What follows belongs to an exercise in optimizing a design on an open flow for small area and a short achievable clock period; a production flow would make more cautious choices.
Function was checked by simulation only, so behaviour that the tests miss may differ from the original.
No driver is modelled on the clock port, so clocking that relies on it looks cheaper here than on a real chip.
Power and IR drop assume default switching activity.

$ cat flow/config.mk
export PLATFORM = sky130hd
export DESIGN_NAME = adder_tree
export DESIGN_NICKNAME = adder_tree
export VERILOG_FILES = /design/flow/design.v
export SDC_FILE = /design/flow/constraint.sdc
export NUM_CORES = 4
export LEC_CHECK = 0
export CAP_MARGIN = 20
export CORE_MARGIN = 2
export CORE_UTILIZATION = 60
export SLEW_MARGIN = 20
export SYNTH_HIERARCHICAL = 1
export SYNTH_MINIMUM_KEEP_SIZE = 0
$ cat flow/constraint.sdc
create_clock -name core_clock -period 7.0 [get_ports {clk}]
set_input_delay 1.4000 -clock core_clock [delete_from_list [all_inputs] [get_ports {clk}]]
set_output_delay 1.4000 -clock core_clock [all_outputs]
set_load 0.01 [all_outputs]
$ cat flow/design.v
module adder_tree
#(
    parameter   NB_IN               = 16,
    parameter   IN_WIDTH            = 16,
    parameter   OUT_WIDTH           = IN_WIDTH+NB_IN,
    parameter   USE_PIPE            = 0
)
(
    input   wire                        clk,
    input   wire                        aresetn,
    input   wire [NB_IN*IN_WIDTH-1:0]   data_in,
    input   wire                        data_in_en,
    output  reg [OUT_WIDTH-1:0]        data_out,
    output  reg                        data_out_en
);
wire s0;
wire c0;
wire s1;
wire c1;
wire s2;
wire c2;
wire s3;
wire c3;
wire s4;
wire c4;
wire s5;
wire c5;
wire s6;
wire c6;
wire s7;
wire c7;
wire s8;
wire c8;
wire s9;
wire c9;
wire s10;
wire c10;
wire s11;
wire c11;
wire s12;
wire c12;
wire s13;
wire c13;
wire s14;
wire c14;
wire s15;
wire c15;
wire s16;
wire c16;
wire s17;
wire c17;
wire s18;
wire c18;
wire s19;
wire c19;
wire s20;
wire c20;
wire s21;
wire c21;
wire s22;
wire c22;
wire s23;
wire c23;
wire s24;
wire c24;
wire s25;
wire c25;
wire s26;
wire c26;
wire s27;
wire c27;
wire s28;
wire c28;
wire s29;
wire c29;
wire s30;
wire c30;
wire s31;
wire c31;
wire s32;
wire c32;
wire s33;
wire c33;
wire s34;
wire c34;
wire s35;
wire c35;
wire s36;
wire c36;
wire s37;
wire c37;
wire s38;
wire c38;
wire s39;
wire c39;
wire s40;
wire c40;
wire s41;
wire c41;
wire s42;
wire c42;
wire s43;
wire c43;
wire s44;
wire c44;
wire s45;
wire c45;
wire s46;
wire c46;
wire s47;
wire c47;
wire s48;
wire c48;
wire s49;
wire c49;
wire s50;
wire c50;
wire s51;
wire c51;
wire s52;
wire c52;
wire s53;
wire c53;
wire s54;
wire c54;
wire s55;
wire c55;
wire s56;
wire c56;
wire s57;
wire c57;
wire s58;
wire c58;
wire s59;
wire c59;
wire s60;
wire c60;
wire s61;
wire c61;
wire s62;
wire c62;
wire s63;
wire c63;
wire s64;
wire c64;
wire s65;
wire c65;
wire s66;
wire c66;
wire s67;
wire c67;
wire s68;
wire c68;
wire s69;
wire c69;
wire s70;
wire c70;
wire s71;
wire c71;
wire s72;
wire c72;
wire s73;
wire c73;
wire s74;
wire c74;
wire s75;
wire c75;
wire s76;
wire c76;
wire s77;
wire c77;
wire s78;
wire c78;
wire s79;
wire c79;
wire s80;
wire c80;
wire s81;
wire c81;
wire s82;
wire c82;
wire s83;
wire c83;
wire s84;
wire c84;
wire s85;
wire c85;
wire s86;
wire c86;
wire s87;
wire c87;
wire s88;
wire c88;
wire s89;
wire c89;
wire s90;
wire c90;
wire s91;
wire c91;
wire s92;
wire c92;
wire s93;
wire c93;
wire s94;
wire c94;
wire s95;
wire c95;
wire s96;
wire c96;
wire s97;
wire c97;
wire s98;
wire c98;
wire s99;
wire c99;
wire s100;
wire c100;
wire s101;
wire c101;
wire s102;
wire c102;
wire s103;
wire c103;
wire s104;
wire c104;
wire s105;
wire c105;
wire s106;
wire c106;
wire s107;
wire c107;
wire s108;
wire c108;
wire s109;
wire c109;
wire s110;
wire c110;
wire s111;
wire c111;
wire s112;
wire c112;
wire s113;
wire c113;
wire s114;
wire c114;
wire s115;
wire c115;
wire s116;
wire c116;
wire s117;
wire c117;
wire s118;
wire c118;
wire s119;
wire c119;
wire s120;
wire c120;
wire s121;
wire c121;
wire s122;
wire c122;
wire s123;
wire c123;
wire s124;
wire c124;
wire s125;
wire c125;
wire s126;
wire c126;
wire s127;
wire c127;
reg [127:0] p1;
wire s128;
wire c128;
wire s129;
wire c129;
wire s130;
wire c130;
wire s131;
wire c131;
wire s132;
wire c132;
wire s133;
wire c133;
wire s134;
wire c134;
wire s135;
wire c135;
wire s136;
wire c136;
wire s137;
wire c137;
wire s138;
wire c138;
wire s139;
wire c139;
wire s140;
wire c140;
wire s141;
wire c141;
wire s142;
wire c142;
wire s143;
wire c143;
wire s144;
wire c144;
wire s145;
wire c145;
wire s146;
wire c146;
wire s147;
wire c147;
wire s148;
wire c148;
wire s149;
wire c149;
wire s150;
wire c150;
wire s151;
wire c151;
wire s152;
wire c152;
wire s153;
wire c153;
wire s154;
wire c154;
wire s155;
wire c155;
wire s156;
wire c156;
wire s157;
wire c157;
wire s158;
wire c158;
wire s159;
wire c159;
wire s160;
wire c160;
wire s161;
wire c161;
wire s162;
wire c162;
wire s163;
wire c163;
wire s164;
wire c164;
wire s165;
wire c165;
wire s166;
wire c166;
wire s167;
wire c167;
wire s168;
wire c168;
wire s169;
wire c169;
wire s170;
wire c170;
wire s171;
wire c171;
wire s172;
wire c172;
wire s173;
wire c173;
wire s174;
wire c174;
wire s175;
wire c175;
wire s176;
wire c176;
wire s177;
wire c177;
wire s178;
wire c178;
wire s179;
wire c179;
wire s180;
wire c180;
wire s181;
wire c181;
wire s182;
wire c182;
wire s183;
wire c183;
wire s184;
wire c184;
wire s185;
wire c185;
wire s186;
wire c186;
wire s187;
wire c187;
wire s188;
wire c188;
wire s189;
wire c189;
wire s190;
wire c190;
wire s191;
wire c191;
wire s192;
wire c192;
wire s193;
wire c193;
wire s194;
wire c194;
wire s195;
wire c195;
wire s196;
wire c196;
wire s197;
wire c197;
wire s198;
wire c198;
wire s199;
wire c199;
wire s200;
wire c200;
wire s201;
wire c201;
wire s202;
wire c202;
wire s203;
wire c203;
wire s204;
wire c204;
wire s205;
wire c205;
wire s206;
wire c206;
wire s207;
wire c207;
wire s208;
wire c208;
wire s209;
wire c209;
wire s210;
wire c210;
wire s211;
wire c211;
wire s212;
wire c212;
wire s213;
wire c213;
wire s214;
wire c214;
wire s215;
wire c215;
wire s216;
wire c216;
wire s217;
wire c217;
wire s218;
wire c218;
wire s219;
wire c219;
wire s220;
wire c220;
reg [34:0] p2;
wire [19:0] cpa_a = {1'b0, p2[33], p2[31], p2[29], p2[27], p2[25], p2[23], p2[21], p2[19], p2[17], p2[15], p2[13], p2[11], p2[10], p2[7], p2[5], p2[4], p2[3], p2[2], p2[0]};
wire [19:0] cpa_b = {1'b0, p2[34], p2[32], p2[30], p2[28], p2[26], p2[24], p2[22], p2[20], p2[18], p2[16], p2[14], p2[12], p2[9], p2[8], p2[6], 1'b0, 1'b0, 1'b0, p2[1]};
wire [19:0] cpa_g = cpa_a & cpa_b;
wire [19:0] cpa_p = cpa_a ^ cpa_b;
wire pg0 = cpa_g[1] | (cpa_p[1] & cpa_g[0]);
wire pp0 = cpa_p[1] & cpa_p[0];
wire pg1 = cpa_g[3] | (cpa_p[3] & cpa_g[2]);
wire pp1 = cpa_p[3] & cpa_p[2];
wire pg2 = cpa_g[5] | (cpa_p[5] & cpa_g[4]);
wire pp2 = cpa_p[5] & cpa_p[4];
wire pg3 = cpa_g[7] | (cpa_p[7] & cpa_g[6]);
wire pp3 = cpa_p[7] & cpa_p[6];
wire pg4 = cpa_g[9] | (cpa_p[9] & cpa_g[8]);
wire pp4 = cpa_p[9] & cpa_p[8];
wire pg5 = cpa_g[11] | (cpa_p[11] & cpa_g[10]);
wire pp5 = cpa_p[11] & cpa_p[10];
wire pg6 = cpa_g[13] | (cpa_p[13] & cpa_g[12]);
wire pp6 = cpa_p[13] & cpa_p[12];
wire pg7 = cpa_g[15] | (cpa_p[15] & cpa_g[14]);
wire pp7 = cpa_p[15] & cpa_p[14];
wire pg8 = cpa_g[17] | (cpa_p[17] & cpa_g[16]);
wire pp8 = cpa_p[17] & cpa_p[16];
wire pg9 = cpa_g[19] | (cpa_p[19] & cpa_g[18]);
wire pp9 = cpa_p[19] & cpa_p[18];
wire pg10 = cpa_g[2] | (cpa_p[2] & pg0);
wire pp10 = cpa_p[2] & pp0;
wire pg11 = pg1 | (pp1 & pg0);
wire pp11 = pp1 & pp0;
wire pg12 = cpa_g[6] | (cpa_p[6] & pg2);
wire pp12 = cpa_p[6] & pp2;
wire pg13 = pg3 | (pp3 & pg2);
wire pp13 = pp3 & pp2;
wire pg14 = cpa_g[10] | (cpa_p[10] & pg4);
wire pp14 = cpa_p[10] & pp4;
wire pg15 = pg5 | (pp5 & pg4);
wire pp15 = pp5 & pp4;
wire pg16 = cpa_g[14] | (cpa_p[14] & pg6);
wire pp16 = cpa_p[14] & pp6;
wire pg17 = pg7 | (pp7 & pg6);
wire pp17 = pp7 & pp6;
wire pg18 = cpa_g[18] | (cpa_p[18] & pg8);
wire pp18 = cpa_p[18] & pp8;
wire pg19 = pg9 | (pp9 & pg8);
wire pp19 = pp9 & pp8;
wire pg20 = cpa_g[4] | (cpa_p[4] & pg11);
wire pp20 = cpa_p[4] & pp11;
wire pg21 = pg2 | (pp2 & pg11);
wire pp21 = pp2 & pp11;
wire pg22 = pg12 | (pp12 & pg11);
wire pp22 = pp12 & pp11;
wire pg23 = pg13 | (pp13 & pg11);
wire pp23 = pp13 & pp11;
wire pg24 = cpa_g[12] | (cpa_p[12] & pg15);
wire pp24 = cpa_p[12] & pp15;
wire pg25 = pg6 | (pp6 & pg15);
wire pp25 = pp6 & pp15;
wire pg26 = pg16 | (pp16 & pg15);
wire pp26 = pp16 & pp15;
wire pg27 = pg17 | (pp17 & pg15);
wire pp27 = pp17 & pp15;
wire pg28 = cpa_g[8] | (cpa_p[8] & pg23);
wire pp28 = cpa_p[8] & pp23;
wire pg29 = pg4 | (pp4 & pg23);
wire pp29 = pp4 & pp23;
wire pg30 = pg14 | (pp14 & pg23);
wire pp30 = pp14 & pp23;
wire pg31 = pg15 | (pp15 & pg23);
wire pp31 = pp15 & pp23;
wire pg32 = pg24 | (pp24 & pg23);
wire pp32 = pp24 & pp23;
wire pg33 = pg25 | (pp25 & pg23);
wire pp33 = pp25 & pp23;
wire pg34 = pg26 | (pp26 & pg23);
wire pp34 = pp26 & pp23;
wire pg35 = pg27 | (pp27 & pg23);
wire pp35 = pp27 & pp23;
wire pg36 = cpa_g[16] | (cpa_p[16] & pg35);
wire pp36 = cpa_p[16] & pp35;
wire pg37 = pg8 | (pp8 & pg35);
wire pp37 = pp8 & pp35;
wire pg38 = pg18 | (pp18 & pg35);
wire pp38 = pp18 & pp35;
wire pg39 = pg19 | (pp19 & pg35);
wire pp39 = pp19 & pp35;
wire [19:0] cpa_s = cpa_p ^ {pg38, pg37, pg36, pg35, pg34, pg33, pg32, pg31, pg30, pg29, pg28, pg23, pg22, pg21, pg20, pg11, pg10, pg0, cpa_g[0], 1'b0};
adder_tree_fa u_fa0 (.a(data_in[0]), .b(data_in[112]), .c(data_in[128]), .s(s0), .co(c0));
adder_tree_fa u_fa1 (.a(data_in[144]), .b(data_in[160]), .c(data_in[16]), .s(s1), .co(c1));
adder_tree_fa u_fa2 (.a(data_in[176]), .b(data_in[192]), .c(data_in[208]), .s(s2), .co(c2));
adder_tree_fa u_fa3 (.a(data_in[224]), .b(data_in[240]), .c(data_in[32]), .s(s3), .co(c3));
adder_tree_fa u_fa4 (.a(data_in[48]), .b(data_in[64]), .c(data_in[80]), .s(s4), .co(c4));
adder_tree_fa u_fa5 (.a(data_in[96]), .b(s0), .c(s1), .s(s5), .co(c5));
adder_tree_fa u_fa6 (.a(s2), .b(s3), .c(s4), .s(s6), .co(c6));
adder_tree_fa u_fa7 (.a(data_in[113]), .b(data_in[129]), .c(data_in[145]), .s(s7), .co(c7));
adder_tree_fa u_fa8 (.a(data_in[161]), .b(data_in[177]), .c(data_in[17]), .s(s8), .co(c8));
adder_tree_fa u_fa9 (.a(data_in[193]), .b(data_in[1]), .c(data_in[209]), .s(s9), .co(c9));
adder_tree_fa u_fa10 (.a(data_in[225]), .b(data_in[241]), .c(data_in[33]), .s(s10), .co(c10));
adder_tree_fa u_fa11 (.a(data_in[49]), .b(data_in[65]), .c(data_in[81]), .s(s11), .co(c11));
adder_tree_fa u_fa12 (.a(data_in[97]), .b(c0), .c(c1), .s(s12), .co(c12));
adder_tree_fa u_fa13 (.a(c2), .b(c3), .c(c4), .s(s13), .co(c13));
adder_tree_fa u_fa14 (.a(s10), .b(s11), .c(s7), .s(s14), .co(c14));
adder_tree_fa u_fa15 (.a(data_in[114]), .b(data_in[130]), .c(data_in[146]), .s(s15), .co(c15));
adder_tree_fa u_fa16 (.a(data_in[162]), .b(data_in[178]), .c(data_in[18]), .s(s16), .co(c16));
adder_tree_fa u_fa17 (.a(data_in[194]), .b(data_in[210]), .c(data_in[226]), .s(s17), .co(c17));
adder_tree_fa u_fa18 (.a(data_in[242]), .b(data_in[2]), .c(data_in[34]), .s(s18), .co(c18));
adder_tree_fa u_fa19 (.a(data_in[50]), .b(data_in[66]), .c(data_in[82]), .s(s19), .co(c19));
adder_tree_fa u_fa20 (.a(data_in[98]), .b(c10), .c(c11), .s(s20), .co(c20));
adder_tree_fa u_fa21 (.a(c7), .b(c8), .c(c9), .s(s21), .co(c21));
adder_tree_fa u_fa22 (.a(s15), .b(s16), .c(s17), .s(s22), .co(c22));
adder_tree_fa u_fa23 (.a(data_in[115]), .b(data_in[131]), .c(data_in[147]), .s(s23), .co(c23));
adder_tree_fa u_fa24 (.a(data_in[163]), .b(data_in[179]), .c(data_in[195]), .s(s24), .co(c24));
adder_tree_fa u_fa25 (.a(data_in[19]), .b(data_in[211]), .c(data_in[227]), .s(s25), .co(c25));
adder_tree_fa u_fa26 (.a(data_in[243]), .b(data_in[35]), .c(data_in[3]), .s(s26), .co(c26));
adder_tree_fa u_fa27 (.a(data_in[51]), .b(data_in[67]), .c(data_in[83]), .s(s27), .co(c27));
adder_tree_fa u_fa28 (.a(data_in[99]), .b(c15), .c(c16), .s(s28), .co(c28));
adder_tree_fa u_fa29 (.a(c17), .b(c18), .c(c19), .s(s29), .co(c29));
adder_tree_fa u_fa30 (.a(s23), .b(s24), .c(s25), .s(s30), .co(c30));
adder_tree_fa u_fa31 (.a(data_in[100]), .b(data_in[116]), .c(data_in[132]), .s(s31), .co(c31));
adder_tree_fa u_fa32 (.a(data_in[148]), .b(data_in[164]), .c(data_in[180]), .s(s32), .co(c32));
adder_tree_fa u_fa33 (.a(data_in[196]), .b(data_in[20]), .c(data_in[212]), .s(s33), .co(c33));
adder_tree_fa u_fa34 (.a(data_in[228]), .b(data_in[244]), .c(data_in[36]), .s(s34), .co(c34));
adder_tree_fa u_fa35 (.a(data_in[4]), .b(data_in[52]), .c(data_in[68]), .s(s35), .co(c35));
adder_tree_fa u_fa36 (.a(data_in[84]), .b(c23), .c(c24), .s(s36), .co(c36));
adder_tree_fa u_fa37 (.a(c25), .b(c26), .c(c27), .s(s37), .co(c37));
adder_tree_fa u_fa38 (.a(s31), .b(s32), .c(s33), .s(s38), .co(c38));
adder_tree_fa u_fa39 (.a(data_in[101]), .b(data_in[117]), .c(data_in[133]), .s(s39), .co(c39));
adder_tree_fa u_fa40 (.a(data_in[149]), .b(data_in[165]), .c(data_in[181]), .s(s40), .co(c40));
adder_tree_fa u_fa41 (.a(data_in[197]), .b(data_in[213]), .c(data_in[21]), .s(s41), .co(c41));
adder_tree_fa u_fa42 (.a(data_in[229]), .b(data_in[245]), .c(data_in[37]), .s(s42), .co(c42));
adder_tree_fa u_fa43 (.a(data_in[53]), .b(data_in[5]), .c(data_in[69]), .s(s43), .co(c43));
adder_tree_fa u_fa44 (.a(data_in[85]), .b(c31), .c(c32), .s(s44), .co(c44));
adder_tree_fa u_fa45 (.a(c33), .b(c34), .c(c35), .s(s45), .co(c45));
adder_tree_fa u_fa46 (.a(s39), .b(s40), .c(s41), .s(s46), .co(c46));
adder_tree_fa u_fa47 (.a(data_in[102]), .b(data_in[118]), .c(data_in[134]), .s(s47), .co(c47));
adder_tree_fa u_fa48 (.a(data_in[150]), .b(data_in[166]), .c(data_in[182]), .s(s48), .co(c48));
adder_tree_fa u_fa49 (.a(data_in[198]), .b(data_in[214]), .c(data_in[22]), .s(s49), .co(c49));
adder_tree_fa u_fa50 (.a(data_in[230]), .b(data_in[246]), .c(data_in[38]), .s(s50), .co(c50));
adder_tree_fa u_fa51 (.a(data_in[54]), .b(data_in[6]), .c(data_in[70]), .s(s51), .co(c51));
adder_tree_fa u_fa52 (.a(data_in[86]), .b(c39), .c(c40), .s(s52), .co(c52));
adder_tree_fa u_fa53 (.a(c41), .b(c42), .c(c43), .s(s53), .co(c53));
adder_tree_fa u_fa54 (.a(s47), .b(s48), .c(s49), .s(s54), .co(c54));
adder_tree_fa u_fa55 (.a(data_in[103]), .b(data_in[119]), .c(data_in[135]), .s(s55), .co(c55));
adder_tree_fa u_fa56 (.a(data_in[151]), .b(data_in[167]), .c(data_in[183]), .s(s56), .co(c56));
adder_tree_fa u_fa57 (.a(data_in[199]), .b(data_in[215]), .c(data_in[231]), .s(s57), .co(c57));
adder_tree_fa u_fa58 (.a(data_in[23]), .b(data_in[247]), .c(data_in[39]), .s(s58), .co(c58));
adder_tree_fa u_fa59 (.a(data_in[55]), .b(data_in[71]), .c(data_in[7]), .s(s59), .co(c59));
adder_tree_fa u_fa60 (.a(data_in[87]), .b(c47), .c(c48), .s(s60), .co(c60));
adder_tree_fa u_fa61 (.a(c49), .b(c50), .c(c51), .s(s61), .co(c61));
adder_tree_fa u_fa62 (.a(s55), .b(s56), .c(s57), .s(s62), .co(c62));
adder_tree_fa u_fa63 (.a(data_in[104]), .b(data_in[120]), .c(data_in[136]), .s(s63), .co(c63));
adder_tree_fa u_fa64 (.a(data_in[152]), .b(data_in[168]), .c(data_in[184]), .s(s64), .co(c64));
adder_tree_fa u_fa65 (.a(data_in[200]), .b(data_in[216]), .c(data_in[232]), .s(s65), .co(c65));
adder_tree_fa u_fa66 (.a(data_in[248]), .b(data_in[24]), .c(data_in[40]), .s(s66), .co(c66));
adder_tree_fa u_fa67 (.a(data_in[56]), .b(data_in[72]), .c(data_in[88]), .s(s67), .co(c67));
adder_tree_fa u_fa68 (.a(data_in[8]), .b(c55), .c(c56), .s(s68), .co(c68));
adder_tree_fa u_fa69 (.a(c57), .b(c58), .c(c59), .s(s69), .co(c69));
adder_tree_fa u_fa70 (.a(s63), .b(s64), .c(s65), .s(s70), .co(c70));
adder_tree_fa u_fa71 (.a(data_in[105]), .b(data_in[121]), .c(data_in[137]), .s(s71), .co(c71));
adder_tree_fa u_fa72 (.a(data_in[153]), .b(data_in[169]), .c(data_in[185]), .s(s72), .co(c72));
adder_tree_fa u_fa73 (.a(data_in[201]), .b(data_in[217]), .c(data_in[233]), .s(s73), .co(c73));
adder_tree_fa u_fa74 (.a(data_in[249]), .b(data_in[25]), .c(data_in[41]), .s(s74), .co(c74));
adder_tree_fa u_fa75 (.a(data_in[57]), .b(data_in[73]), .c(data_in[89]), .s(s75), .co(c75));
adder_tree_fa u_fa76 (.a(data_in[9]), .b(c63), .c(c64), .s(s76), .co(c76));
adder_tree_fa u_fa77 (.a(c65), .b(c66), .c(c67), .s(s77), .co(c77));
adder_tree_fa u_fa78 (.a(s71), .b(s72), .c(s73), .s(s78), .co(c78));
adder_tree_fa u_fa79 (.a(data_in[106]), .b(data_in[10]), .c(data_in[122]), .s(s79), .co(c79));
adder_tree_fa u_fa80 (.a(data_in[138]), .b(data_in[154]), .c(data_in[170]), .s(s80), .co(c80));
adder_tree_fa u_fa81 (.a(data_in[186]), .b(data_in[202]), .c(data_in[218]), .s(s81), .co(c81));
adder_tree_fa u_fa82 (.a(data_in[234]), .b(data_in[250]), .c(data_in[26]), .s(s82), .co(c82));
adder_tree_fa u_fa83 (.a(data_in[42]), .b(data_in[58]), .c(data_in[74]), .s(s83), .co(c83));
adder_tree_fa u_fa84 (.a(data_in[90]), .b(c71), .c(c72), .s(s84), .co(c84));
adder_tree_fa u_fa85 (.a(c73), .b(c74), .c(c75), .s(s85), .co(c85));
adder_tree_fa u_fa86 (.a(s79), .b(s80), .c(s81), .s(s86), .co(c86));
adder_tree_fa u_fa87 (.a(data_in[107]), .b(data_in[11]), .c(data_in[123]), .s(s87), .co(c87));
adder_tree_fa u_fa88 (.a(data_in[139]), .b(data_in[155]), .c(data_in[171]), .s(s88), .co(c88));
adder_tree_fa u_fa89 (.a(data_in[187]), .b(data_in[203]), .c(data_in[219]), .s(s89), .co(c89));
adder_tree_fa u_fa90 (.a(data_in[235]), .b(data_in[251]), .c(data_in[27]), .s(s90), .co(c90));
adder_tree_fa u_fa91 (.a(data_in[43]), .b(data_in[59]), .c(data_in[75]), .s(s91), .co(c91));
adder_tree_fa u_fa92 (.a(data_in[91]), .b(c79), .c(c80), .s(s92), .co(c92));
adder_tree_fa u_fa93 (.a(c81), .b(c82), .c(c83), .s(s93), .co(c93));
adder_tree_fa u_fa94 (.a(s87), .b(s88), .c(s89), .s(s94), .co(c94));
adder_tree_fa u_fa95 (.a(data_in[108]), .b(data_in[124]), .c(data_in[12]), .s(s95), .co(c95));
adder_tree_fa u_fa96 (.a(data_in[140]), .b(data_in[156]), .c(data_in[172]), .s(s96), .co(c96));
adder_tree_fa u_fa97 (.a(data_in[188]), .b(data_in[204]), .c(data_in[220]), .s(s97), .co(c97));
adder_tree_fa u_fa98 (.a(data_in[236]), .b(data_in[252]), .c(data_in[28]), .s(s98), .co(c98));
adder_tree_fa u_fa99 (.a(data_in[44]), .b(data_in[60]), .c(data_in[76]), .s(s99), .co(c99));
adder_tree_fa u_fa100 (.a(data_in[92]), .b(c87), .c(c88), .s(s100), .co(c100));
adder_tree_fa u_fa101 (.a(c89), .b(c90), .c(c91), .s(s101), .co(c101));
adder_tree_fa u_fa102 (.a(s95), .b(s96), .c(s97), .s(s102), .co(c102));
adder_tree_fa u_fa103 (.a(data_in[109]), .b(data_in[125]), .c(data_in[13]), .s(s103), .co(c103));
adder_tree_fa u_fa104 (.a(data_in[141]), .b(data_in[157]), .c(data_in[173]), .s(s104), .co(c104));
adder_tree_fa u_fa105 (.a(data_in[189]), .b(data_in[205]), .c(data_in[221]), .s(s105), .co(c105));
adder_tree_fa u_fa106 (.a(data_in[237]), .b(data_in[253]), .c(data_in[29]), .s(s106), .co(c106));
adder_tree_fa u_fa107 (.a(data_in[45]), .b(data_in[61]), .c(data_in[77]), .s(s107), .co(c107));
adder_tree_fa u_fa108 (.a(data_in[93]), .b(c95), .c(c96), .s(s108), .co(c108));
adder_tree_fa u_fa109 (.a(c97), .b(c98), .c(c99), .s(s109), .co(c109));
adder_tree_fa u_fa110 (.a(s103), .b(s104), .c(s105), .s(s110), .co(c110));
adder_tree_fa u_fa111 (.a(data_in[110]), .b(data_in[126]), .c(data_in[142]), .s(s111), .co(c111));
adder_tree_fa u_fa112 (.a(data_in[14]), .b(data_in[158]), .c(data_in[174]), .s(s112), .co(c112));
adder_tree_fa u_fa113 (.a(data_in[190]), .b(data_in[206]), .c(data_in[222]), .s(s113), .co(c113));
adder_tree_fa u_fa114 (.a(data_in[238]), .b(data_in[254]), .c(data_in[30]), .s(s114), .co(c114));
adder_tree_fa u_fa115 (.a(data_in[46]), .b(data_in[62]), .c(data_in[78]), .s(s115), .co(c115));
adder_tree_fa u_fa116 (.a(data_in[94]), .b(c103), .c(c104), .s(s116), .co(c116));
adder_tree_fa u_fa117 (.a(c105), .b(c106), .c(c107), .s(s117), .co(c117));
adder_tree_fa u_fa118 (.a(s111), .b(s112), .c(s113), .s(s118), .co(c118));
adder_tree_fa u_fa119 (.a(data_in[111]), .b(data_in[127]), .c(data_in[143]), .s(s119), .co(c119));
adder_tree_fa u_fa120 (.a(data_in[159]), .b(data_in[15]), .c(data_in[175]), .s(s120), .co(c120));
adder_tree_fa u_fa121 (.a(data_in[191]), .b(data_in[207]), .c(data_in[223]), .s(s121), .co(c121));
adder_tree_fa u_fa122 (.a(data_in[239]), .b(data_in[255]), .c(data_in[31]), .s(s122), .co(c122));
adder_tree_fa u_fa123 (.a(data_in[47]), .b(data_in[63]), .c(data_in[79]), .s(s123), .co(c123));
adder_tree_fa u_fa124 (.a(data_in[95]), .b(c111), .c(c112), .s(s124), .co(c124));
adder_tree_fa u_fa125 (.a(c113), .b(c114), .c(c115), .s(s125), .co(c125));
adder_tree_fa u_fa126 (.a(s119), .b(s120), .c(s121), .s(s126), .co(c126));
adder_tree_fa u_fa127 (.a(c119), .b(c120), .c(c121), .s(s127), .co(c127));
adder_tree_fa u_fa128 (.a(p1[2]), .b(p1[3]), .c(p1[4]), .s(s128), .co(c128));
adder_tree_fa u_fa129 (.a(p1[5]), .b(p1[6]), .c(p1[7]), .s(s129), .co(c129));
adder_tree_fa u_fa130 (.a(p1[8]), .b(s128), .c(s129), .s(s130), .co(c130));
adder_tree_fa u_fa131 (.a(p1[10]), .b(p1[11]), .c(p1[12]), .s(s131), .co(c131));
adder_tree_fa u_fa132 (.a(p1[13]), .b(p1[14]), .c(p1[15]), .s(s132), .co(c132));
adder_tree_fa u_fa133 (.a(p1[16]), .b(p1[9]), .c(c128), .s(s133), .co(c133));
adder_tree_fa u_fa134 (.a(c129), .b(s131), .c(s132), .s(s134), .co(c134));
adder_tree_fa u_fa135 (.a(c130), .b(s133), .c(s134), .s(s135), .co(c135));
adder_tree_fa u_fa136 (.a(p1[17]), .b(p1[18]), .c(p1[19]), .s(s136), .co(c136));
adder_tree_fa u_fa137 (.a(p1[20]), .b(p1[21]), .c(p1[22]), .s(s137), .co(c137));
adder_tree_fa u_fa138 (.a(p1[23]), .b(p1[24]), .c(c131), .s(s138), .co(c138));
adder_tree_fa u_fa139 (.a(c132), .b(s136), .c(s137), .s(s139), .co(c139));
adder_tree_fa u_fa140 (.a(c133), .b(c134), .c(s138), .s(s140), .co(c140));
adder_tree_fa u_fa141 (.a(s139), .b(c135), .c(s140), .s(s141), .co(c141));
adder_tree_fa u_fa142 (.a(p1[25]), .b(p1[26]), .c(p1[27]), .s(s142), .co(c142));
adder_tree_fa u_fa143 (.a(p1[28]), .b(p1[29]), .c(p1[30]), .s(s143), .co(c143));
adder_tree_fa u_fa144 (.a(p1[31]), .b(p1[32]), .c(c136), .s(s144), .co(c144));
adder_tree_fa u_fa145 (.a(c137), .b(s142), .c(s143), .s(s145), .co(c145));
adder_tree_fa u_fa146 (.a(c138), .b(c139), .c(s144), .s(s146), .co(c146));
adder_tree_fa u_fa147 (.a(s145), .b(c140), .c(s146), .s(s147), .co(c147));
adder_tree_fa u_fa148 (.a(p1[33]), .b(p1[34]), .c(p1[35]), .s(s148), .co(c148));
adder_tree_fa u_fa149 (.a(p1[36]), .b(p1[37]), .c(p1[38]), .s(s149), .co(c149));
adder_tree_fa u_fa150 (.a(p1[39]), .b(p1[40]), .c(c142), .s(s150), .co(c150));
adder_tree_fa u_fa151 (.a(c143), .b(s148), .c(s149), .s(s151), .co(c151));
adder_tree_fa u_fa152 (.a(c144), .b(c145), .c(s150), .s(s152), .co(c152));
adder_tree_fa u_fa153 (.a(s151), .b(c146), .c(s152), .s(s153), .co(c153));
adder_tree_fa u_fa154 (.a(p1[41]), .b(p1[42]), .c(p1[43]), .s(s154), .co(c154));
adder_tree_fa u_fa155 (.a(p1[44]), .b(p1[45]), .c(p1[46]), .s(s155), .co(c155));
adder_tree_fa u_fa156 (.a(p1[47]), .b(p1[48]), .c(c148), .s(s156), .co(c156));
adder_tree_fa u_fa157 (.a(c149), .b(s154), .c(s155), .s(s157), .co(c157));
adder_tree_fa u_fa158 (.a(c150), .b(c151), .c(s156), .s(s158), .co(c158));
adder_tree_fa u_fa159 (.a(s157), .b(c152), .c(s158), .s(s159), .co(c159));
adder_tree_fa u_fa160 (.a(p1[49]), .b(p1[50]), .c(p1[51]), .s(s160), .co(c160));
adder_tree_fa u_fa161 (.a(p1[52]), .b(p1[53]), .c(p1[54]), .s(s161), .co(c161));
adder_tree_fa u_fa162 (.a(p1[55]), .b(p1[56]), .c(c154), .s(s162), .co(c162));
adder_tree_fa u_fa163 (.a(c155), .b(s160), .c(s161), .s(s163), .co(c163));
adder_tree_fa u_fa164 (.a(c156), .b(c157), .c(s162), .s(s164), .co(c164));
adder_tree_fa u_fa165 (.a(s163), .b(c158), .c(s164), .s(s165), .co(c165));
adder_tree_fa u_fa166 (.a(p1[57]), .b(p1[58]), .c(p1[59]), .s(s166), .co(c166));
adder_tree_fa u_fa167 (.a(p1[60]), .b(p1[61]), .c(p1[62]), .s(s167), .co(c167));
adder_tree_fa u_fa168 (.a(p1[63]), .b(p1[64]), .c(c160), .s(s168), .co(c168));
adder_tree_fa u_fa169 (.a(c161), .b(s166), .c(s167), .s(s169), .co(c169));
adder_tree_fa u_fa170 (.a(c162), .b(c163), .c(s168), .s(s170), .co(c170));
adder_tree_fa u_fa171 (.a(s169), .b(c164), .c(s170), .s(s171), .co(c171));
adder_tree_fa u_fa172 (.a(p1[65]), .b(p1[66]), .c(p1[67]), .s(s172), .co(c172));
adder_tree_fa u_fa173 (.a(p1[68]), .b(p1[69]), .c(p1[70]), .s(s173), .co(c173));
adder_tree_fa u_fa174 (.a(p1[71]), .b(p1[72]), .c(c166), .s(s174), .co(c174));
adder_tree_fa u_fa175 (.a(c167), .b(s172), .c(s173), .s(s175), .co(c175));
adder_tree_fa u_fa176 (.a(c168), .b(c169), .c(s174), .s(s176), .co(c176));
adder_tree_fa u_fa177 (.a(s175), .b(c170), .c(s176), .s(s177), .co(c177));
adder_tree_fa u_fa178 (.a(p1[73]), .b(p1[74]), .c(p1[75]), .s(s178), .co(c178));
adder_tree_fa u_fa179 (.a(p1[76]), .b(p1[77]), .c(p1[78]), .s(s179), .co(c179));
adder_tree_fa u_fa180 (.a(p1[79]), .b(p1[80]), .c(c172), .s(s180), .co(c180));
adder_tree_fa u_fa181 (.a(c173), .b(s178), .c(s179), .s(s181), .co(c181));
adder_tree_fa u_fa182 (.a(c174), .b(c175), .c(s180), .s(s182), .co(c182));
adder_tree_fa u_fa183 (.a(s181), .b(c176), .c(s182), .s(s183), .co(c183));
adder_tree_fa u_fa184 (.a(p1[81]), .b(p1[82]), .c(p1[83]), .s(s184), .co(c184));
adder_tree_fa u_fa185 (.a(p1[84]), .b(p1[85]), .c(p1[86]), .s(s185), .co(c185));
adder_tree_fa u_fa186 (.a(p1[87]), .b(p1[88]), .c(c178), .s(s186), .co(c186));
adder_tree_fa u_fa187 (.a(c179), .b(s184), .c(s185), .s(s187), .co(c187));
adder_tree_fa u_fa188 (.a(c180), .b(c181), .c(s186), .s(s188), .co(c188));
adder_tree_fa u_fa189 (.a(s187), .b(c182), .c(s188), .s(s189), .co(c189));
adder_tree_fa u_fa190 (.a(p1[89]), .b(p1[90]), .c(p1[91]), .s(s190), .co(c190));
adder_tree_fa u_fa191 (.a(p1[92]), .b(p1[93]), .c(p1[94]), .s(s191), .co(c191));
adder_tree_fa u_fa192 (.a(p1[95]), .b(p1[96]), .c(c184), .s(s192), .co(c192));
adder_tree_fa u_fa193 (.a(c185), .b(s190), .c(s191), .s(s193), .co(c193));
adder_tree_fa u_fa194 (.a(c186), .b(c187), .c(s192), .s(s194), .co(c194));
adder_tree_fa u_fa195 (.a(s193), .b(c188), .c(s194), .s(s195), .co(c195));
adder_tree_fa u_fa196 (.a(p1[100]), .b(p1[101]), .c(p1[102]), .s(s196), .co(c196));
adder_tree_fa u_fa197 (.a(p1[103]), .b(p1[104]), .c(p1[97]), .s(s197), .co(c197));
adder_tree_fa u_fa198 (.a(p1[98]), .b(p1[99]), .c(c190), .s(s198), .co(c198));
adder_tree_fa u_fa199 (.a(c191), .b(s196), .c(s197), .s(s199), .co(c199));
adder_tree_fa u_fa200 (.a(c192), .b(c193), .c(s198), .s(s200), .co(c200));
adder_tree_fa u_fa201 (.a(s199), .b(c194), .c(s200), .s(s201), .co(c201));
adder_tree_fa u_fa202 (.a(p1[105]), .b(p1[106]), .c(p1[107]), .s(s202), .co(c202));
adder_tree_fa u_fa203 (.a(p1[108]), .b(p1[109]), .c(p1[110]), .s(s203), .co(c203));
adder_tree_fa u_fa204 (.a(p1[111]), .b(p1[112]), .c(c196), .s(s204), .co(c204));
adder_tree_fa u_fa205 (.a(c197), .b(s202), .c(s203), .s(s205), .co(c205));
adder_tree_fa u_fa206 (.a(c198), .b(c199), .c(s204), .s(s206), .co(c206));
adder_tree_fa u_fa207 (.a(s205), .b(c200), .c(s206), .s(s207), .co(c207));
adder_tree_fa u_fa208 (.a(p1[113]), .b(p1[114]), .c(p1[115]), .s(s208), .co(c208));
adder_tree_fa u_fa209 (.a(p1[116]), .b(p1[117]), .c(p1[118]), .s(s209), .co(c209));
adder_tree_fa u_fa210 (.a(p1[119]), .b(p1[120]), .c(c202), .s(s210), .co(c210));
adder_tree_fa u_fa211 (.a(c203), .b(s208), .c(s209), .s(s211), .co(c211));
adder_tree_fa u_fa212 (.a(c204), .b(c205), .c(s210), .s(s212), .co(c212));
adder_tree_fa u_fa213 (.a(s211), .b(c206), .c(s212), .s(s213), .co(c213));
adder_tree_fa u_fa214 (.a(p1[121]), .b(p1[122]), .c(p1[123]), .s(s214), .co(c214));
adder_tree_fa u_fa215 (.a(p1[124]), .b(p1[125]), .c(p1[126]), .s(s215), .co(c215));
adder_tree_fa u_fa216 (.a(c208), .b(c209), .c(s214), .s(s216), .co(c216));
adder_tree_fa u_fa217 (.a(s215), .b(c210), .c(c211), .s(s217), .co(c217));
adder_tree_fa u_fa218 (.a(s216), .b(c212), .c(s217), .s(s218), .co(c218));
adder_tree_fa u_fa219 (.a(p1[127]), .b(c214), .c(c215), .s(s219), .co(c219));
adder_tree_fa u_fa220 (.a(c216), .b(s219), .c(c217), .s(s220), .co(c220));
always @(posedge clk) begin
    p1 <= {c127, s127, c126, c125, c124, c123, c122, s126, s125, s124, c118, c117, c116, s123, s122, s118, s117, s116, c110, c109, c108, s115, s114, s110, s109, s108, c102, c101, c100, s107, s106, s102, s101, s100, c94, c93, c92, s99, s98, s94, s93, s92, c86, c85, c84, s91, s90, s86, s85, s84, c78, c77, c76, s83, s82, s78, s77, s76, c70, c69, c68, s75, s74, s70, s69, s68, c62, c61, c60, s67, s66, s62, s61, s60, c54, c53, c52, s59, s58, s54, s53, s52, c46, c45, c44, s51, s50, s46, s45, s44, c38, c37, c36, s43, s42, s38, s37, s36, c30, c29, c28, s35, s34, s30, s29, s28, c22, c21, c20, s27, s26, s22, s21, s20, c14, c13, c12, s19, s18, s14, s13, s12, c6, c5, s9, s8, s6, s5};
    p2 <= {c220, c219, s220, c218, s218, c213, s213, c207, s207, c201, s201, c195, s195, c189, s189, c183, s183, c177, s177, c171, s171, c165, s165, c159, s159, c153, s153, c147, s147, c141, s141, s135, s130, p1[1], p1[0]};
    data_out <= {12'd0, cpa_s};
end
reg [1:0] en_pipe;
always @(posedge clk or negedge aresetn) begin
    if (!aresetn) begin
        en_pipe <= 0;
        data_out_en <= 1'b0;
    end else begin
        en_pipe <= {en_pipe[0:0], data_in_en};
        data_out_en <= en_pipe[1];
    end
end
endmodule
module adder_tree_fa (input wire a, input wire b, input wire c, output wire s, output wire co);
assign s  = a ^ b ^ c;
assign co = (a & b) | (a & c) | (b & c);
endmodule
$ cat flow/flow/run.sh
#!/bin/bash
# Own layout flow: the standard ORFS flow (standard.sh, unchanged synthesis),
# with the port buffers chosen explicitly (small buf_1 on inputs, buf_2 on outputs)
# instead of the default clkdlybuf4s50_1 delay buffers.
set -euo pipefail
here=$(pwd)
export PRE_GLOBAL_PLACE_TCL=$here/flow/pre_gp.tcl
export SKIP_REPAIR_TIE_FANOUT=1
export CTS_ARGS="-sink_clustering_enable -repair_clock_nets -dont_use_dummy_load -buf_list sky130_fd_sc_hd__clkbuf_8"
bash standard.sh > $here/orfs_flow.log 2>&1
$ cat flow/flow/pre_gp.tcl
# Sourced by ORFS global_place.tcl before it buffers the ports: make its
# buffer_ports call put buf_1 on every input and buf_2 on every output.
rename buffer_ports orfs_buffer_ports
proc buffer_ports { args } {
  orfs_buffer_ports -inputs -buffer_cell sky130_fd_sc_hd__buf_1
  orfs_buffer_ports -outputs -buffer_cell sky130_fd_sc_hd__buf_2
}
$ cat flow/standard.sh
#!/bin/bash
# synth_recipe.tcl (not shown) runs the flow's synth.tcl, then flattens the netlist and writes it again
# the make line also repeats each setting of config.mk as NAME=value (left out here)
make -C /OpenROAD-flow-scripts/flow DESIGN_CONFIG=/design/flow/config.mk WORK_HOME=/design/flow/orfs CLKGATE_MAP_FILE= SYNTH_SCRIPT=/design/flow/synth_recipe.tcl "${@:-finish}"
==> impl_metrics.yaml, run 1 <==
grt:
  grtUsageTotal_pct: 20.7
  antenna_found_initial: 0
  grt_max_degree: 17
  grt_pass1_vias: 5625
  grt_overflow: 0
  grt_pass1_wl_mm: 25.2
synthesis:
  synthCells: 499
  synth-async-reset-ratio_pct: 1.61
  ys.flop_type: "dfxtp_1"
  yosys_warnings: 7
  synth_top_area_share_pct: 50.2
  synth_cell_types: 31
  synth_area_leaders: "fa_1 (50%), dfxtp_1 (41%), ha_1 (2.5%)"
  synth_edf_count: 0
  yosysTopAreaCell: "fa_1"
  synth.most_common_cell: "fa_1"
  ys_seq_area_share_pct: 41.9
  ys_seq_elements: 186
  yosys-top-cells-count: "fa_1 (224), dfxtp_1 (183), ha_1 (18), buf_4 (12), inv_1 (8)"
  synthesis.area_sq_mm: 0.00893
  syn_area_per_cell_sq_um: 17.9
floorplan:
  ioPinCount: 292
  die-area_sq_mm: 0.0159
  initial_utilization_pct: 61.4
  core-area_sq_mm: 0.0145
  fp.dieW_um: 126
  fp.dieH_um: 126
  rows: 44
detailed_routing:
  drt_pass1_iterations: 4
  wl_mm: 14.4
  via_count: 4588
  ant_nets: 0
  post_drt_wl_per_cell_um: 14.9
  route.detailed.drc: 0
  drtIter0Drc: 96
  vias_per_cell: 4.74
worst_setup_path:
  crit_chain: "fa_1 -> fa_1 -> fa_1 -> fa_1"
  rrSetupSlack_ns: 4.63
  crit_path_max_incr_delay_ns: 0.55
  start_kind: "flop"
  worstPathRequired_ns: 7.31
  r2r_start: "p1[25]"
  cp_max_fo: 1
  r2r_cells: 4
  cp.arrival_ns: 2.67
  cp-end-kind: "flop"
  r2r_end: "p2[8]"
  critical-path-slowest-cell: "fa_1"
  path_class: "flop to flop"
  cpMostUsedCell: "fa_1"
clocking:
  root_buffer: "clkbuf_8"
  cts_buffers: 17
  insertion_delay_ns: 0.44
  cts_resized: 0
  cts-hold-fix-buffers: 0
  clk_path_buf_depth: 2
  cts_tree: "done"
  clock-sinks: 186
  postCtsSetupBuffers: 0
  htree_num_levels: 4
  path_clk_slew_ns: 0.08
timing:
  setup_viol: 0
  tns_ns: 0
  fmax_ghz: 0.422
  period_minus_slack_ns: 2.37
  period_share_pct: 33.8
  hold_violations: 0
  hold-worst-slack_ns: 0.331
  slew_violations: 0
  fin_skew_ns: 0.0225
  rsz0062_at_grt: "no"
cells_and_area:
  fill_cells: 1004
  fin_nets: 1286
  drive_gt1_share_pct: 5.75
  area_delta_synth_final_pct: 16.2
  diodes: 0
power_and_ir_drop:
  leakage_nw: 4.04
  peakVddDrop_uv: 211
  totalPowerFinal_mw: 3.99
  p_per_area_mw_per_mm2: 385
place:
  dp_hpwl_mm: 13.2
  port_buffers: 279
  gp_congestion: 0.786
worst_hold_path:
  whs_path_depth: 0
  hold_start: "p1[1]"
  hp-class: "flop to flop"
  hold_end: "p2[1]"
flow_run:
  cap_violations: 0
outcome:
  status: "complete, no violations"
==> power by group <==
group	internal [mW]	switching (mW)	leakage (nW)
clock network	0.215	0.297	0.122
registers	1.46	0.155	1.58
logic	0.916	0.953	2.34
total	2.59	1.41	4.04
==> stage by stage <==
stage	instance area, sq um	util, %	instances	setup slack (ns)
floorplan	8930	-	499	4.51
global route	10400	71.4	967	4.54
detailed placement	10100	69.8	950	4.35
CTS	10400	71.4	967	4.61
finish	10400	71.4	967	4.63
global placement	10100	69.8	950	4.38
==> worst max path at each step <==
stage / from / end / slack [ns] / cells after the start
6_report: p1[25] / p2[8] / 4.63 / 4
5_1_grt: p1[25] / p2[8] / 4.54 / 4
4_1_cts: p1[25] / p2[8] / 4.61 / 4
3_5_place_dp: data_in[108] / p1[96] / 4.35 / 3
3_3_place_gp: data_in[109] / p1[104] / 4.38 / 3
2_1_floorplan: data_in[109] / p1[104] / 4.51 / 2
==> final cells by class <==
cell class | count | area, sq um | area share, %
multi-input combinational | 293 | 5070 | 48.8
timing repair buffer | 279 | 1070 | 10.3
inverter | 8 | 30.0 | 0.289
sequential | 186 | 3740 | 36.0
tap | 184 | 230 | 2.22
clock buffer | 17 | 234 | 2.26
==> placed cells by master (no fill, tap or decap), types with 4 or more instances in the layout <==
master	count
a21oi_1	7
nand2_1	4
buf_2	21
nor2_1	6
clkbuf_8	17
fa_1	224
buf_1	258
dfxtp_1	183
inv_1	8
xnor2_1	6
ha_1	18
==> metal layers <==
metal / share of wire (%) / global-route usage, % / wire length [um] / vias to the layer above
li1: - / - / - / 2102
met1: 38 / 24.9 / 5390 / 2303
met5: 0 / 0 / 0 / -
met3: 6.1 / 5.31 / 871 / 20
met4: 2.1 / 6.85 / 304 / 0
met2: 54 / 36.6 / 7810 / 163
==> sequential cells by signal, indices dropped and copies added (netlist names) <==
register,cells
p2,35
en_pipe,2
data_out,20
p1,128
data_out_en,1
==> worst max-delay path, delay by kind of cell, from the launching register on <==
kind | cells | cell delay (ns)
flops | 1 | 0.33
fa+ha+maj | 4 | 1.91
==> Yosys stat by module, one instance, submodules excluded <==
module         times used  flops+latches
adder_tree_fa         221              0
adder_tree              1            186
==> cells by family after synthesis <==
group,share of synthesized area (%)
adders and majority gates,52.8
xor gates and xnor gates,1.07
other,0.0420
buffers and inverters,1.35
AOI/OAI and AO/OA,1.92
DFF,41.9
and+or+nand+nor,0.981
==> run 2: changes to the inputs <==
--- a/flow/config.mk
+++ b/flow/config.mk
@@ -8,5 +8,5 @@
 export CAP_MARGIN = 20
 export CORE_MARGIN = 2
-export CORE_UTILIZATION = 60
+export CORE_UTILIZATION = 68
 export SLEW_MARGIN = 20
 export SYNTH_HIERARCHICAL = 1
==> impl_metrics.yaml, run 2 <==
grt:
  grtUsageTotal_pct: 26.2
  grt_pass1_wl_mm: 27.5
  grt_max_degree: 17
  antenna_found_initial: 0
  grt_pass1_vias: 5954
  grt_overflow: 0
power_and_ir_drop:
  p_per_area_mw_per_mm2: 397
  leakage_nw: 4.04
  peakVddDrop_uv: 228
  totalPowerFinal_mw: 4.11
detailed_routing:
  route.layer.met1.wl_mm: 5.64
  drtIter0Drc: 140
  via_count: 4649
  post_drt_wl_per_cell_um: 16.8
  drt_pass1_iterations: 4
  ant_nets: 0
  top_layer_used: "met4"
  vias_per_cell: 4.87
  wl_mm: 16.1
  route.detailed.drc: 0
  wl_met3_um: 765
  met2_wirelength_mm: 9.31
clocking:
  cts-hold-fix-buffers: 0
  insertion_delay_ns: 0.45
  path_clk_slew_ns: 0.08
  root_buffer: "clkbuf_8"
  clk_path_buf_depth: 2
  cts_tree: "done"
  htree_num_levels: 4
  cts_buffers: 17
  cts_resized: 0
  clock-sinks: 186
  postCtsSetupBuffers: 0
timing:
  postLayoutSetupSlackWorst_ns: 4.58
  fin_skew_ns: 0.0155
  hold-worst-slack_ns: 0.336
  hold_violations: 0
  rsz0062_at_grt: "no"
  setup_viol: 0
  tns_ns: 0
  slew_violations: 0
  period_share_pct: 34.6
  fmax_ghz: 0.413
  period_minus_slack_ns: 2.42
place:
  gp_congestion: 0.833
  pre_cts_ws_ns: 4.35
  port_buffers: 279
  dp_hpwl_mm: 14.1
cells_and_area:
  reg_top3: "p1: 128 flops, p2: 35 flops, data_out: 20 flops"
  diodes: 0
  area_delta_synth_final_pct: 16.1
  largest_reg_flops: 128
  mostFrequentLayoutCell: "buf_1"
  fin_nets: 1286
  layout_common_cells: "buf_1 (258), fa_1 (224), dfxtp_1 (183)"
  fill_cells: 724
  drive_gt1_share_pct: 5.75
  largest_register: "p1"
floorplan:
  die-area_sq_mm: 0.0141
  core-area_sq_mm: 0.0127
  initial_utilization_pct: 70.2
  ioPinCount: 292
  rows: 41
  fp.dieH_um: 119
  fp.dieW_um: 119
synthesis:
  yosysTopAreaCell: "fa_1"
  synth-async-reset-ratio_pct: 1.61
  synth_area_leaders: "fa_1 (50%), dfxtp_1 (41%), ha_1 (2.5%)"
  syn_area_per_cell_sq_um: 17.9
  ys_seq_area_share_pct: 41.9
  synth.most_common_cell: "fa_1"
  synthCells: 499
  synth_top_area_share_pct: 50.2
  yosys_warnings: 7
  synth_edf_count: 0
  synthesis.area_sq_mm: 0.00893
  ys.flop_type: "dfxtp_1"
  yosys-top-cells-count: "fa_1 (224), dfxtp_1 (183), ha_1 (18), buf_4 (12), inv_1 (8)"
  synth_cell_types: 31
  ys_seq_elements: 186
worst_setup_path:
  cp_max_fo: 1
  path_class: "flop to flop"
  worstPathRequired_ns: 7.31
  cp.arrival_ns: 2.73
  cp-end-kind: "flop"
  start_kind: "flop"
outcome:
  status: "complete, no violations"
flow_run:
  cap_violations: 0
worst_hold_path:
  hp-class: "flop to flop"
run 2: cell counts in the layout (fill, tap and decap cells not counted):
Identical to the previous run, type by type.
run 2: logic make-up after synthesis:
| family | count (synthesis) | share of synthesized area (%) |
|---|---|---|
| xor gates and xnor gates | 10 | 1.07 |
| AOI/OAI and AO/OA | 23 | 1.92 |
| buffers and inverters | 20 | 1.35 |
| and+or+nand+nor | 17 | 0.981 |
| DFF | 186 | 41.9 |
| other | 1 | 0.0420 |
| adders and majority gates | 242 | 52.8 |
run 2: area by class of cell:
| class | count | area [sq um] | share of cell area, % |
|---|---|---|---|
| inverter | 8 | 30.0 | 0.290 |
| sequential | 186 | 3740 | 36.1 |
| clock buffer | 17 | 234 | 2.26 |
| timing repair buffer | 279 | 1070 | 10.4 |
| tap | 172 | 215 | 2.08 |
| multi-input combinational | 293 | 5070 | 48.9 |
run 2: path summary, 6_finish.rpt:
path	from	slack (ns)	to	cells past startpoint
max in group asynchronous	aresetn	6.09	en_pipe[0]	1
hold reg to reg	p1[1]	0.34	p2[1]	0
hold / removal	p1[1]	0.34	p2[1]	0
setup / recovery	p1[10]	4.58	p2[4]	4
setup reg to reg	p1[10]	4.58	p2[4]	4
min in group asynchronous	aresetn	0.76	data_out_en	1
run 2: critical path, stage by stage (launching register included):
cell and delay, ns:
dfxtp_1 0.33, fa_1 0.57, fa_1 0.45, fa_1 0.43, fa_1 0.50
run 2: per-module statistics from Yosys, one instance, submodules excluded:
module / flip-flops and latches / cells inside / cell area (sq um) / copies in the design
adder_tree: 186 / 278 / 4500 / 1
adder_tree_fa: 0 / 1 / 20.0 / 221
run 2: layer usage:
metal / GRT usage, % / vias up
met5: 0 / -
met4: 9.67 / 0
met2: 48.7 / 175
li1: - / 2099
met1: 30.0 / 2348
met3: 5.12 / 27
run 2: through the flow:
step	cells	cell area (sq um)	util (%)
6_report	955	10400	81.4
5_1_grt	955	10400	81.4
4_1_cts	955	10400	81.4
3_5_place_dp	938	10100	79.6
3_3_place_gp	938	10100	79.6
2_1_floorplan	499	8930	-
run 2: report_power, final:
group	internal, mW	switching (mW)	total, mW
Sequential	1.46	0.175	1.63
Clock	0.215	0.311	0.526
Combinational	0.944	1.01	1.95
Total	2.61	1.49	4.11
==> run 3: changes to the inputs <==
--- a/flow/flow/run.sh
+++ b/flow/flow/run.sh
@@ -6,5 +6,5 @@
 here=$(pwd)
 export PRE_GLOBAL_PLACE_TCL=$here/flow/pre_gp.tcl
-export SKIP_REPAIR_TIE_FANOUT=1
+export POST_CTS_TCL=$here/flow/post_cts.tcl
 export CTS_ARGS="-sink_clustering_enable -repair_clock_nets -dont_use_dummy_load -buf_list sky130_fd_sc_hd__clkbuf_8"
 bash standard.sh > $here/orfs_flow.log 2>&1
==> flow/flow/post_cts.tcl (new file) <==
# Sourced by ORFS cts.tcl after its own timing repair: upsize cells on the
# critical paths until the setup slack reaches the margin (no buffering).
log_cmd repair_timing -setup -setup_margin 4.70 -sequence "sizeup,swap" -skip_last_gasp
detailed_placement
check_placement -verbose
--- a/flow/config.mk
+++ b/flow/config.mk
@@ -8,5 +8,5 @@
 export CAP_MARGIN = 20
 export CORE_MARGIN = 2
-export CORE_UTILIZATION = 68
+export CORE_UTILIZATION = 60
 export SLEW_MARGIN = 20
 export SYNTH_HIERARCHICAL = 1
==> impl_metrics.yaml, run 3 <==
worst_setup_path:
  path_class: "flop to flop"
  start_kind: "flop"
  rrSetupSlack_ns: 4.66
  worstPathRequired_ns: 7.31
  crit_end: "p2[8]"
  r2r_end: "p2[8]"
  r2r_cells: 4
  r2r_start: "p1[27]"
  startpoint: "p1[27]"
  cp.arrival_ns: 2.65
  cp-end-kind: "flop"
  cp_max_fo: 1
floorplan:
  rows: 44
  fp.dieW_um: 126
  core-area_sq_mm: 0.0145
  initial_utilization_pct: 61.4
  fp.dieH_um: 126
  ioPinCount: 292
  die-area_sq_mm: 0.0159
synthesis:
  yosys.area_share.simple_pct: 0.981
  synth.area.mux_share_pct: 0
  synthCells: 499
  synthXorXnorAreaFrac_pct: 1.07
  yosys_warnings: 7
  synth-async-reset-ratio_pct: 1.61
  synth_area_leaders: "fa_1 (50%), dfxtp_1 (41%), ha_1 (2.5%)"
  yosysTopAreaCell: "fa_1"
  ys_seq_elements: 186
  ys_seq_area_share_pct: 41.9
  synth_cell_types: 31
  synth.most_common_cell: "fa_1"
  synth_top_family_by_area: "adder cells"
  synth_top_area_share_pct: 50.2
  yosys-top-cells-count: "fa_1 (224), dfxtp_1 (183), ha_1 (18), buf_4 (12), inv_1 (8)"
  syn_area_per_cell_sq_um: 17.9
  synth_compound_area_share_pct: 1.92
  synthesis.area_sq_mm: 0.00893
  synth_fa_ha_area_share_pct: 52.8
  ys.flop_type: "dfxtp_1"
  synth_edf_count: 0
cells_and_area:
  regArea_sq_mm: 0.00375
  instances_no_fill: 978
  fill_cells: 983
  largest_register: "p1"
  largest_reg_flops: 128
  fin_nets: 1297
  mostFrequentLayoutCell: "buf_1"
  multi_input_area_sq_mm: 0.00516
  layout_common_cells: "buf_1 (258), fa_1 (204), dfxtp_1 (170)"
  final_util_pct: 72.6
  drive_gt1_share_pct: 9.82
  area_delta_synth_final_pct: 18.2
  reg_top3: "p1: 128 flops, p2: 35 flops, data_out: 20 flops"
  diodes: 0
outcome:
  status: "complete, no violations"
timing:
  hold_violations: 0
  rsz0062_at_grt: "no"
  setup_viol: 0
  slew_violations: 0
  tns_ns: 0
  period_minus_slack_ns: 2.34
  postLayoutSetupSlackWorst_ns: 4.66
  fmax_ghz: 0.427
  fin_skew_ns: 0.0135
  period_share_pct: 33.4
clocking:
  insertion_delay_ns: 0.44
  path_clk_slew_ns: 0.07
  cts_tree: "done"
  clock-sinks: 186
place:
  pre_cts_ws_ns: 4.34
  gp_congestion: 0.818
  place_inst: 961
  dp_hpwl_mm: 12.9
  port_buffers: 279
worst_hold_path:
  hp-class: "flop to flop"
grt:
  antenna_found_initial: 0
  grt_overflow: 0
  grt_pass1_wl_mm: 25.1
  grt_pass1_vias: 5628
  grt_max_degree: 17
  grtUsageTotal_pct: 20.7
detailed_routing:
  wl_mm: 14.4
  post_drt_wl_per_cell_um: 14.8
  route.detailed.drc: 0
  drtIter0Drc: 146
  drt_pass1_iterations: 4
  via_count: 4645
  vias_per_cell: 4.75
  ant_nets: 0
flow_run:
  cap_violations: 0
power_and_ir_drop:
  p_per_area_mw_per_mm2: 386
  leakage_nw: 4.09
  peakVddDrop_uv: 173
  totalPowerFinal_mw: 4.08
## run 3: through the flow
stage | hold slack, ns | instance area (sq um)
6_report | 0.332 | 10600
5_1_grt | 0.349 | 10600
3_5_place_dp | 0.319 | 10200
3_3_place_gp | 0.314 | 10200
2_1_floorplan | 0.310 | 8970
## run 3: how the worst min path moves through the flow
stage                      from     to  slack (ns)  cells after the start
after floorplan           p1[0]  p2[0]        0.31                      0
after global placement    p1[1]  p2[1]        0.31                      0
after detailed placement  p1[1]  p2[1]        0.32                      0
after global routing      p1[1]  p2[1]        0.35                      0
final                     p1[1]  p2[1]        0.33                      0
## run 3: final cells by class
cell class                 count  area share, %
sequential                   186           35.6
timing repair buffer         279           10.8
multi-input combinational    304           48.9
tap                          184           2.18
inverter                       8          0.285
clock buffer                  17           2.22
## run 3: worst max-delay path, cell delays in order (launching register included)
cell and delay (ns):
dfxtp_2 0.35, fa_1 0.53, fa_2 0.38, fa_1 0.55
fa_1 0.42
## run 3: Yosys stat by module (local to each module, per instance)
| module | copies in the design | area [sq um] | flip-flops and latches |
|---|---|---|---|
| adder_tree | 1 | 4500 | 186 |
| adder_tree_fa | 221 | 20.0 | 0 |
## run 3: kinds of logic (layout without fill, tap and decap cells)
group                    Yosys count  after routing
adder cells (fa/ha/maj)          242            242
flip-flops                       186            186
AO/OA/AOI/OAI                     23             23
buffers and inverters             20            304
AND/OR/NAND/NOR                   17             17
XOR/XNOR                          10             10
other                              1             12
## run 3: metal layers
layer / share of wire, % / global-route usage, % / up-vias
li1: - / - / 2112
met3: 6.6 / 5.61 / 22
met4: 1.8 / 5.43 / 0
met5: 0 / 0 / -
met1: 38 / 25.1 / 2332
met2: 54 / 36.8 / 179
## run 3: power breakdown
part           leakage, nW  switching [mW]  internal [mW]
Clock                0.122           0.304          0.215
Combinational         2.38           0.954          0.972
Sequential            1.58           0.168           1.46

-- afterwards: timing with drivers on the ports --
Ports are ideal in the flow. The routed layouts listed here were re-timed in OpenROAD.
Step 1 (the two cells are an assumption about what drives the block):
set clk [get_ports {clk}]
set_driving_cell -lib_cell sky130_fd_sc_hd__clkbuf_16 $clk
set_driving_cell -lib_cell sky130_fd_sc_hd__buf_2 [delete_from_list [all_inputs] $clk]
Step 2, shift: input delay + t, output delay - t, t = (earliest + latest rising clock arrival at the registers) / 2. This alone moves slack from input paths to output paths.
Slacks: ideal ports / drivers / drivers and shift; pairs: ideal ports / drivers.
| run | t (ns) | slack for setup (ns) | hold WS [ns] | pins driven straight from the clock port |
|---|---|---|---|---|
| run 1 | 0.463 | 4.633 / 4.633 / 4.349 | 0.331 / 0.331 / 0.331 | 1 |
| run 2 | 0.476 | 4.580 / 4.580 / 4.333 | 0.336 / 0.336 / 0.336 | 1 |
| run 3 | 0.467 | 4.660 / 4.642 / 4.292 | 0.332 / 0.332 / 0.332 | 1 |
After both steps every run listed still meets setup and hold. The setup slack of run 3, which loses most, moves by -0.018 ns with the drivers and by -0.368 ns with both steps.
